What follows belongs to an exercise in optimizing a design on an open flow for small area and a short achievable clock period; a production flow would make more cautious choices.
Where RTL was checked, it was by simulation tests only, not by an equivalence proof against the original.
Power figures rest on the tool's default switching activity, not on a simulated workload.

== job 9667 ==
==> flow/design.v <==
`timescale 1ns / 1ps
module ALU(
	input wire [15:0] A,
	input wire [15:0] B,
	input wire [3:0] op,
	input wire [15:0] lw_data,
	output reg [15:0] res
);
	wire sub = op[2];
	wire [15:0] sum = B + (A ^ {16{sub}}) + {15'd0, sub};
	always @* begin
		if (op[3])
			res = lw_data;
		else case (op[1:0])
			2'd0: res = B & A;
			2'd1: res = B | A;
			2'd2: res = sum;
			default: res = {15'd0, sum[15]};
		endcase
	end
endmodule
`timescale 1ns / 1ps
module program_counter(
	input wire [15:0] pc,
	input wire [15:0] instruction,
	input wire [15:0] A,
	input wire [15:0] B,
	output wire [15:0] pc_next
);
	wire [3:0] op = instruction[15:12];
	wire [15:0] pc_inc = pc + 16'd1;
	wire [15:0] pc_bne = pc_inc + {{12{instruction[3]}}, instruction[3:0]};
	wire taken = (op == 4'd14) & (B != A);
	assign pc_next = (op == 4'd15) ? {pc_inc[15:12], instruction[11:0]} :
	                 taken ? pc_bne : pc_inc;
endmodule
`timescale 1ns / 1ps
module register_file(
	input wire [255:0] R,
	input wire [3:0] addr,
	output wire [15:0] data
);
	assign data = R[16*addr +: 16];
endmodule
`timescale 1ns / 1ps
module microprocessor(
	input wire clk,
	input wire clr,
	input wire step,
	input wire [15:0] instruction,
	output wire [15:0] pc_out,
	output reg wb_en,
	output reg [3:0] wb_addr,
	output reg [15:0] wb_data,
	output reg st_en,
	output reg [1:0] st_addr,
	output reg [15:0] st_data
);
	wire [3:0] op = instruction[15:12];
	wire [3:0] ra = instruction[11:8];
	wire [3:0] rb = instruction[7:4];
	wire [3:0] rc = instruction[3:0];
	reg [15:0] pc;
	reg [255:0] R;           
	reg [63:0] M;            
	genvar gi;
	wire [15:0] r_wdata = wb_data & {16{~clr}};
	generate
		for (gi = 0; gi < 16; gi = gi + 1) begin : rf
			wire en = clr | (wb_en & (wb_addr == gi));
			always @(posedge clk)
				if (en) R[16*gi +: 16] <= r_wdata;
		end
	endgenerate
	wire [63:0] m_init = {16'd0, 16'd5, 16'd22, 16'd1};
	generate
		for (gi = 0; gi < 4; gi = gi + 1) begin : dm
			wire en = clr | (st_en & (st_addr == gi));
			always @(posedge clk)
				if (en) M[16*gi +: 16] <= clr ? m_init[16*gi +: 16] : st_data;
		end
	endgenerate
	wire [15:0] Ar, Br;
	register_file read_a (.R(R), .addr(ra), .data(Ar));
	register_file read_b (.R(R), .addr(rb), .data(Br));
	wire [15:0] A = (wb_en && wb_addr == ra) ? wb_data : Ar;
	wire [15:0] B = (wb_en && wb_addr == rb) ? wb_data : Br;
	wire is_lw = (op == 4'd8);
	wire wr = step & ((op[3:1] == 3'b000) | (op == 4'd2) | (op[3:1] == 3'b011) | is_lw);
	wire st = step & (op == 4'd10);
	wire [1:0] maddr = B[1:0] + rc[1:0];
	wire [15:0] lw_data = (st_en && st_addr == maddr) ? st_data : M[16*maddr +: 16];
	wire [15:0] res;
	ALU alu0 (.A(A), .B(B), .op(op), .lw_data(lw_data), .res(res));
	wire [15:0] pc_next;
	program_counter pc0 (.pc(pc), .instruction(instruction), .A(A), .B(B), .pc_next(pc_next));
	assign pc_out = pc;
	always @(posedge clk) begin
		if (clr) begin
			pc <= 16'd0;
			wb_en <= 1'b0;
			st_en <= 1'b0;
		end else begin
			if (step) pc <= pc_next;
			wb_en <= wr;
			st_en <= st;
		end
		wb_addr <= is_lw ? rb : rc;
		wb_data <= res;
		st_addr <= maddr;
		st_data <= B;
	end
endmodule
Settings: LEC_CHECK=0, CAP_MARGIN=20, CORE_MARGIN=2, CORE_UTILIZATION=55, CTS_BUF_LIST=sky130_fd_sc_hd__clkbuf_8, SETUP_SLACK_MARGIN=5, SLEW_MARGIN=20, SYNTH_HIERARCHICAL=1; clock period 10.5 ns.
standard.sh (not shown) runs the stock make flow with config.mk's settings and CLKGATE_MAP_FILE= SYNTH_SCRIPT=/design/flow/synth_recipe.tcl, a recipe that flattens the netlist after the stock synthesis.
==> flow/flow/run.sh <==
#!/bin/bash
# Own layout flow: the standard flow (standard.sh, the standard synthesis
# script and ORFS) with a few extra ORFS settings:
#  - the port buffers are sky130_fd_sc_hd__buf_2 instead of the resizer's default
#    choice (a slow delay cell);
#  - repair_timing aims for a larger setup margin.
# Each step's full output goes to a log file in the work folder.
set -euo pipefail
W=$(pwd)
X=("BUFFER_PORTS_ARGS=-buffer_cell sky130_fd_sc_hd__buf_2")
if [[ -f flow/extra.txt ]]; then
  while IFS= read -r line; do
    [[ -z "$line" || "$line" == \#* ]] && continue
    X+=("$line")
  done < flow/extra.txt
fi
printf '%s\n' "${X[@]}" > "$W/flow_settings.log"
bash standard.sh "${X[@]}" synth > "$W/flow_synth.log" 2>&1
bash standard.sh "${X[@]}" finish > "$W/flow_layout.log" 2>&1
test -f out/final.def
==> flow/flow/extra.txt <==
SETUP_SLACK_MARGIN=5.5
Here is what was changed in the inputs of job 1748 compared with job 9667.
# job 9667
export LEC_CHECK = 0
export CAP_MARGIN = 20
export CORE_MARGIN = 2
export CORE_UTILIZATION = 55
export CTS_BUF_LIST = sky130_fd_sc_hd__clkbuf_8
export SETUP_SLACK_MARGIN = 5
export SLEW_MARGIN = 20
export SYNTH_HIERARCHICAL = 1
create_clock -name core_clock -period 10.5 [get_ports {clk}]
# job 1748
export LEC_CHECK = 0
export CAP_MARGIN = 20
export CORE_MARGIN = 2
export CORE_UTILIZATION = 40
export CTS_BUF_LIST = sky130_fd_sc_hd__clkbuf_8
export SETUP_SLACK_MARGIN = 5
export SLEW_MARGIN = 20
export SYNTH_HIERARCHICAL = 1
create_clock -name core_clock -period 10.5 [get_ports {clk}]
-- flow/flow/run.sh --
<<< job 9667, line 4
#  - the port buffers are sky130_fd_sc_hd__buf_2 instead of the resizer's default
>>> job 1748, line 4
#  - the port buffers are sky130_fd_sc_hd__buf_4 instead of the resizer's default
<<< job 9667, line 10
X=("BUFFER_PORTS_ARGS=-buffer_cell sky130_fd_sc_hd__buf_2")
>>> job 1748, line 10
X=("BUFFER_PORTS_ARGS=-buffer_cell sky130_fd_sc_hd__buf_4")
### Flow results
Job 1748: done, clean on timing, DRC and antenna
Of job 9667 and job 1748, job 9667 shows the lower power after layout, with job 1748 above it.
Multi-input combinational cell area across job 9667 and job 1748: no real change.
The sequential share of layout area of job 1748 falls short of that of job 9667 by 0.50 points.
Highest clock frequency the design can meet, job 9667 and job 1748: larger value in job 1748
Job 1748 against job 9667: endpoint arrival time on the critical path down 0.06 ns; clock tree buffer count of the final layout down 3; number of buffers other than clock buffers in the final layout down 18; worst setup slack up 0.057 ns.
> inputs changed (job 1748 -> job 1149)
==> flow/run.sh (new file) <==
#!/bin/bash
# synth_recipe.tcl (not shown) runs the flow's synth.tcl, then flattens the netlist and writes it again
# the make line also repeats each setting of config.mk as NAME=value (left out here)
make -C /OpenROAD-flow-scripts/flow DESIGN_CONFIG=/design/flow/config.mk WORK_HOME=/design/flow/orfs CLKGATE_MAP_FILE= SYNTH_SCRIPT=/design/flow/synth_recipe.tcl finish
removed: flow/flow/run.sh
removed: flow/flow/extra.txt
removed: flow/standard.sh
## What came out
- Compared to job 1748, job 1149 has maximum vdd drop 31% lower.
- From job 1748 to job 1149 the numbers moved as follows: setup slack on the worst flop-to-flop path shows a reduction of 0.10 ns, worst hold slack shows an increase of 0.0057 ns.
diff inputs: job 1149 => job 4036
# job 1149
export LEC_CHECK = 0
export CAP_MARGIN = 20
export CORE_MARGIN = 2
export CORE_UTILIZATION = 40
export CTS_BUF_LIST = sky130_fd_sc_hd__clkbuf_8
export SETUP_SLACK_MARGIN = 5
export SLEW_MARGIN = 20
export SYNTH_HIERARCHICAL = 1
create_clock -name core_clock -period 10.5 [get_ports {clk}]
# job 4036
export LEC_CHECK = 0
export CAP_MARGIN = 20
export CORE_MARGIN = 2
export CORE_UTILIZATION = 40
export CTS_CLUSTER_DIAMETER = 60
export CTS_CLUSTER_SIZE = 16
export SETUP_SLACK_MARGIN = 5
export SLEW_MARGIN = 20
export SYNTH_HIERARCHICAL = 1
create_clock -name core_clock -period 10.5 [get_ports {clk}]
==> flow/flow/run.sh (new file) <==
#!/bin/bash
# Own layout flow: the standard flow (standard.sh, the standard synthesis
# script and ORFS) with a few extra ORFS settings:
#  - the port buffers are sky130_fd_sc_hd__buf_4 instead of the resizer's default
#    choice (a slow delay cell);
#  - repair_timing aims for a larger setup margin.
# Each step's full output goes to a log file in the work folder.
set -euo pipefail
W=$(pwd)
X=("BUFFER_PORTS_ARGS=-buffer_cell sky130_fd_sc_hd__buf_4")
if [[ -f flow/extra.txt ]]; then
  while IFS= read -r line; do
    [[ -z "$line" || "$line" == \#* ]] && continue
    X+=("$line")
  done < flow/extra.txt
fi
printf '%s\n' "${X[@]}" > "$W/flow_settings.log"
bash standard.sh "${X[@]}" synth > "$W/flow_synth.log" 2>&1
bash standard.sh "${X[@]}" finish > "$W/flow_layout.log" 2>&1
test -f out/final.def
==> flow/flow/extra.txt (new file) <==
SETUP_SLACK_MARGIN=5.5
==> flow/standard.sh (new file) <==
#!/bin/bash
# synth_recipe.tcl (not shown) runs the flow's synth.tcl, then flattens the netlist and writes it again
# the make line also repeats each setting of config.mk as NAME=value (left out here)
make -C /OpenROAD-flow-scripts/flow DESIGN_CONFIG=/design/flow/config.mk WORK_HOME=/design/flow/orfs CLKGATE_MAP_FILE= SYNTH_SCRIPT=/design/flow/synth_recipe.tcl "${@:-finish}"
removed: flow/run.sh
### Flow results
- The buffers plus inverters on the worst setup path of job 4036 and that of job 1149 are within noise of each other.
- Fraction of layout cells with a size suffix above 1 ended up 8.9 points higher on job 4036 than on job 1149.
- For job 1149, the launching instance or port of the critical path was instruction[5], unlike job 4036, where it was instruction[8].
- For job 4036, the cell with the largest stage delay on the worst path was sky130_fd_sc_hd__mux4_1, unlike job 1149, where it was sky130_fd_sc_hd__nor4_4.
- Re wire length: job 1149 was lower than job 4036.
- There was hardly any difference in number of rows in the core area between job 1149 and job 4036.
- In the reports for job 4036 and job 1149, the smaller fraction of power spent switching nets belongs to job 1149.
- Job 4036 vs. job 1149: half-perimeter wire length after detailed placement has decreased, clock latency on the worst-skew pair has decreased, total via count after detailed routing has increased, net switching power has increased.
Input changes introduced in job 2842 (baseline for comparison: job 4036):
# job 4036
export LEC_CHECK = 0
export CAP_MARGIN = 20
export CORE_MARGIN = 2
export CORE_UTILIZATION = 40
export CTS_CLUSTER_DIAMETER = 60
export CTS_CLUSTER_SIZE = 16
export SETUP_SLACK_MARGIN = 5
export SLEW_MARGIN = 20
export SYNTH_HIERARCHICAL = 1
create_clock -name core_clock -period 10.5 [get_ports {clk}]
# job 2842
export LEC_CHECK = 0
export CAP_MARGIN = 20
export CORE_MARGIN = 2
export CORE_UTILIZATION = 40
export CTS_BUF_LIST = sky130_fd_sc_hd__clkbuf_8
export SETUP_SLACK_MARGIN = 5
export SLEW_MARGIN = 20
export SYNTH_HIERARCHICAL = 1
create_clock -name core_clock -period 10.5 [get_ports {clk}]
==> flow/flow/extra.txt <==
SETUP_SLACK_MARGIN=6.2
==> comparison <==
Number of cells on the worst reg-to-reg path on job 2842 is up relative to job 4036. Share of total power in combinational logic: lower on job 4036. On fraction of power consumed by sequential logic, the higher figure sits with job 4036, not job 2842. Area after synthesis came out exactly the same in job 2842 and job 4036. Re area fraction in compound gates after synthesis: no difference whatsoever between job 2842 and job 4036. In the flow results for job 2842 and job 4036, the number of clock-tree buffers in the layout is larger on job 2842. Area share of buffers outside the clock network for job 2842: 0.37 points up relative to job 4036. Job 2842 vs job 4036, power share of the clock group went up by 0.5 points. Status: cell count after placement parity (job 2842, job 4036). Looking at job 2842 and job 4036, the layout multi-input combinational cell count is a wash. In the metrics for job 2842 and job 4036, the one carrying the lower total buffers and inverters traversed by the critical path is job 2842.

* * *

Another version of the RTL of microprocessor (not shown whole).
Size: ~1,600 cells after synthesis, roughly 75 I/O pins, about 19,000 sq um of cells after synthesis.
Settings: LEC_CHECK=0, CAP_MARGIN=20, CORE_MARGIN=2, CORE_UTILIZATION=40, SETUP_SLACK_MARGIN=4, SLEW_MARGIN=20; clock period 10.5 ns.
==> flow/flow/run.sh <==
#!/bin/bash
# Own layout flow: the standard flow (standard.sh, the standard synthesis
# script and ORFS) with a few extra ORFS settings:
#  - the port buffers are sky130_fd_sc_hd__buf_4 instead of the resizer's default
#    choice (a slow delay cell);
#  - repair_timing aims for a larger setup margin.
# Each step's full output goes to a log file in the work folder.
set -euo pipefail
W=$(pwd)
X=("BUFFER_PORTS_ARGS=-buffer_cell sky130_fd_sc_hd__buf_4")
if [[ -f flow/extra.txt ]]; then
  while IFS= read -r line; do
    [[ -z "$line" || "$line" == \#* ]] && continue
    X+=("$line")
  done < flow/extra.txt
fi
printf '%s\n' "${X[@]}" > "$W/flow_settings.log"
bash standard.sh "${X[@]}" synth > "$W/flow_synth.log" 2>&1
bash standard.sh "${X[@]}" finish > "$W/flow_layout.log" 2>&1
test -f out/final.def
==> flow/flow/extra.txt <==
SETUP_SLACK_MARGIN=5
CTS_BUF_LIST=sky130_fd_sc_hd__clkbuf_8
Edit:
==> flow/flow/extra.txt (replaced) <==
SETUP_SLACK_MARGIN=6
Settings changed: CORE_UTILIZATION 40 to 50, CTS_CLUSTER_DIAMETER set to 100, CTS_CLUSTER_SIZE set to 30.
=>
- utilization rose by 15 points
- worst setup slack is worse by 0.014 ns
- worst hold slack improves by 0.012 ns
- non-clock buffer count climbs by 60
- cell area is higher by about 3.6%
- wire length rises by about 2.5%
- sequential share of layout area came out lower by 1.6 points
- die area fell by about 20%
- fmax is about the same
Edit:
==> flow/flow/extra.txt (replaced) <==
SETUP_SLACK_MARGIN=4.5
Settings changed: CORE_UTILIZATION 50 to 40, CTS_CLUSTER_DIAMETER 100 to not set, CTS_CLUSTER_SIZE 30 to not set.
Die area went up by 24%; non-clock buffer count decreases by 129; synthesized cell count is unchanged; setup slack degrades by 0.33 ns; wire length shrinks by 5.9%; core utilization goes down by 17 points; total power is higher by 7.9%.
Edit:
==> flow/flow/extra.txt (replaced) <==
SETUP_SLACK_MARGIN=5.5
Settings changed: CORE_UTILIZATION 40 to 50, CTS_CLUSTER_DIAMETER set to 100, CTS_CLUSTER_SIZE set to 30.
Effect: Synthesized area stays the same. Non-clock buffer count goes up by 98. Clock-buffer cell count goes down by 32. Register-to-register slack barely changes. Total power goes down by 9.7%. Critical path depth goes up by 2.
Edit:
==> flow/run.sh (new file) <==
#!/bin/bash
# synth_recipe.tcl (not shown) runs the flow's synth.tcl, then flattens the netlist and writes it again
# the make line also repeats each setting of config.mk as NAME=value (left out here)
make -C /OpenROAD-flow-scripts/flow DESIGN_CONFIG=/design/flow/config.mk WORK_HOME=/design/flow/orfs CLKGATE_MAP_FILE= SYNTH_SCRIPT=/design/flow/synth_recipe.tcl finish
Settings changed: CORE_UTILIZATION 50 to 40, CTS_CLUSTER_DIAMETER 100 to not set, CTS_CLUSTER_SIZE 30 to not set.
removed: flow/flow/run.sh
removed: flow/flow/extra.txt
removed: flow/standard.sh
After rerunning: The changed run ran to the end with no violations. Register-to-register slack gets better by 0.05 ns. Area after synthesis does not change. Power came out higher by 9.4%. Hold slack stays flat. Count of clock-buffer cells in the layout is higher by 24.
No run of this note included a check of the RTL's function; only the layout flow was run.

* * *

## P
microprocessor, a different RTL version from the one above (not shown whole).
Size: roughly 1400 cells after synthesis, about 420 flip-flops, about 0.021 sq mm of cells after synthesis.
Settings: LEC_CHECK=0, CAP_MARGIN=20, CORE_MARGIN=2, CORE_UTILIZATION=40, CTS_BUF_LIST=sky130_fd_sc_hd__clkbuf_8, SETUP_SLACK_MARGIN=5, SLEW_MARGIN=20, SYNTH_HIERARCHICAL=1; clock period 10.5 ns.
==> flow/flow/run.sh <==
#!/bin/bash
# Own layout flow: the standard flow (standard.sh, the standard synthesis
# script and ORFS) with a few extra ORFS settings:
#  - the port buffers are sky130_fd_sc_hd__buf_4 instead of the resizer's default
#    choice (a slow delay cell);
#  - repair_timing aims for a larger setup margin.
# Each step's full output goes to a log file in the work folder.
set -euo pipefail
W=$(pwd)
X=("BUFFER_PORTS_ARGS=-buffer_cell sky130_fd_sc_hd__buf_4")
if [[ -f flow/extra.txt ]]; then
  while IFS= read -r line; do
    [[ -z "$line" || "$line" == \#* ]] && continue
    X+=("$line")
  done < flow/extra.txt
fi
printf '%s\n' "${X[@]}" > "$W/flow_settings.log"
bash standard.sh "${X[@]}" synth > "$W/flow_synth.log" 2>&1
bash standard.sh "${X[@]}" finish > "$W/flow_layout.log" 2>&1
test -f out/final.def
==> flow/flow/extra.txt <==
SETUP_SLACK_MARGIN=6.1
P did not stop at any stage, and its layout met the timing, design-rule and antenna checks.
The inputs of Q differ from those of P as listed below.
==> flow/flow/extra.txt <==
SETUP_SLACK_MARGIN=6.2
[summary]
Changes observed in Q relative to P: global-route wire length before repair climbed 1.3%, number of antenna violations at the first check in global routing picked up an extra 2, met3 track demand over resource decreased 0.42 points, global-route usage has increased, transition time of the tightest slew-check pin picked up an extra 0.064 ns.
Of P and Q, the run reporting the lower sequential share of layout area was Q.
Diff P -> Q | combinational group share of total power | increase of 1.0 points
Of the two values seen for capture point of the worst path, q_hi1[6]$_DFF_P_ was produced by P and q_hi1[7]$_DFF_P_ by Q.
Edits applied to the flow inputs when going from Q to R:
==> flow/flow/extra.txt <==
SETUP_SLACK_MARGIN=6.5
Findings:
From Q to R the numbers moved as follows: utilization has increased; share of the final layout cell area in sequential cells has decreased; minimum clock period has increased; count of vias placed by the detailed router has remained practically unchanged.
#### Input delta (S over R)
==> flow/flow/extra.txt <==
SETUP_SLACK_MARGIN=5.5
==> comparison <==
NOTE: count of fill cells added during filler insertion in S exceeds that of R
Final critical-path share of the clock period: S vs R up 2.7 points
Fraction of cell area in non-clock buffers ended up 4.7 points lower on S than on R.
Wire length of the first global-routing pass was lower in S than in R.
The run showing the greater combinational power share is R.
Against R, S reports a fraction of final layout cells with drive strength greater than 1 that is lower.
When S is measured against R, its final worst slack turns out 0.28 ns lower.
Diff R and S: pin count of the biggest net entering global routing lower in R
Where final area is concerned, R is outperformed by S.
S -> R: number of multi-input logic gates flat
S drops fewer vias than R.

-- what the ideal ports hide --
The results above use ideal ports. As a check the final layouts listed here were re-extracted and re-timed, cells and wires unchanged.
Step 1 (the two cells are an assumption about what drives the block):
set clk [get_ports {clk}]
set_driving_cell -lib_cell sky130_fd_sc_hd__clkbuf_16 $clk
set_driving_cell -lib_cell sky130_fd_sc_hd__buf_2 [delete_from_list [all_inputs] $clk]
Step 2 adds t to the input delays and takes it off the output delays; t is the mean of the earliest and latest rising clock arrival at the registers after step 1. Input paths then give back, and output paths get back, about the clock's delay inside the block.
a / b / c = ideal / step 1 / step 2; a / b = the first two.
run | t (ns) | setup slack, ns | pins driven straight from the clock port
job 9667 | 0.655 | 5.511 / 5.332 / 4.678 | 1
job 1748 | 0.675 | 5.569 / 5.425 / 4.750 | 1
job 1149 | 0.712 | 5.198 / 5.136 / 4.425 | 1
job 4036 | 0.597 | 5.586 / 5.403 / 4.806 | 1
job 2842 | 0.668 | 5.717 / 5.446 / 4.778 | 1
the first run of note 2 | 0.744 | 5.024 / 4.968 / 4.224 | 1
the second run of note 2 | 0.595 | 5.010 / 4.889 / 4.293 | 1
the third run of note 2 | 0.636 | 4.677 / 4.690 / 4.054 | 1
the fourth run of note 2 | 0.593 | 4.925 / 4.860 / 4.267 | 1
the fifth run of note 2 | 0.619 | 4.143 / 4.151 / 3.532 | 1
P | 0.681 | 6.050 / 5.887 / 5.205 | 1
Q | 0.673 | 6.006 / 5.813 / 5.141 | 1
R | 0.674 | 5.945 / 5.831 / 5.157 | 1
S | 0.674 | 5.665 / 5.581 / 4.907 | 1
After both steps setup and hold are still met in every run listed. For job 2842, which loses most, drivers alone change the setup slack by -0.271 ns; drivers and shift together by -0.939 ns.
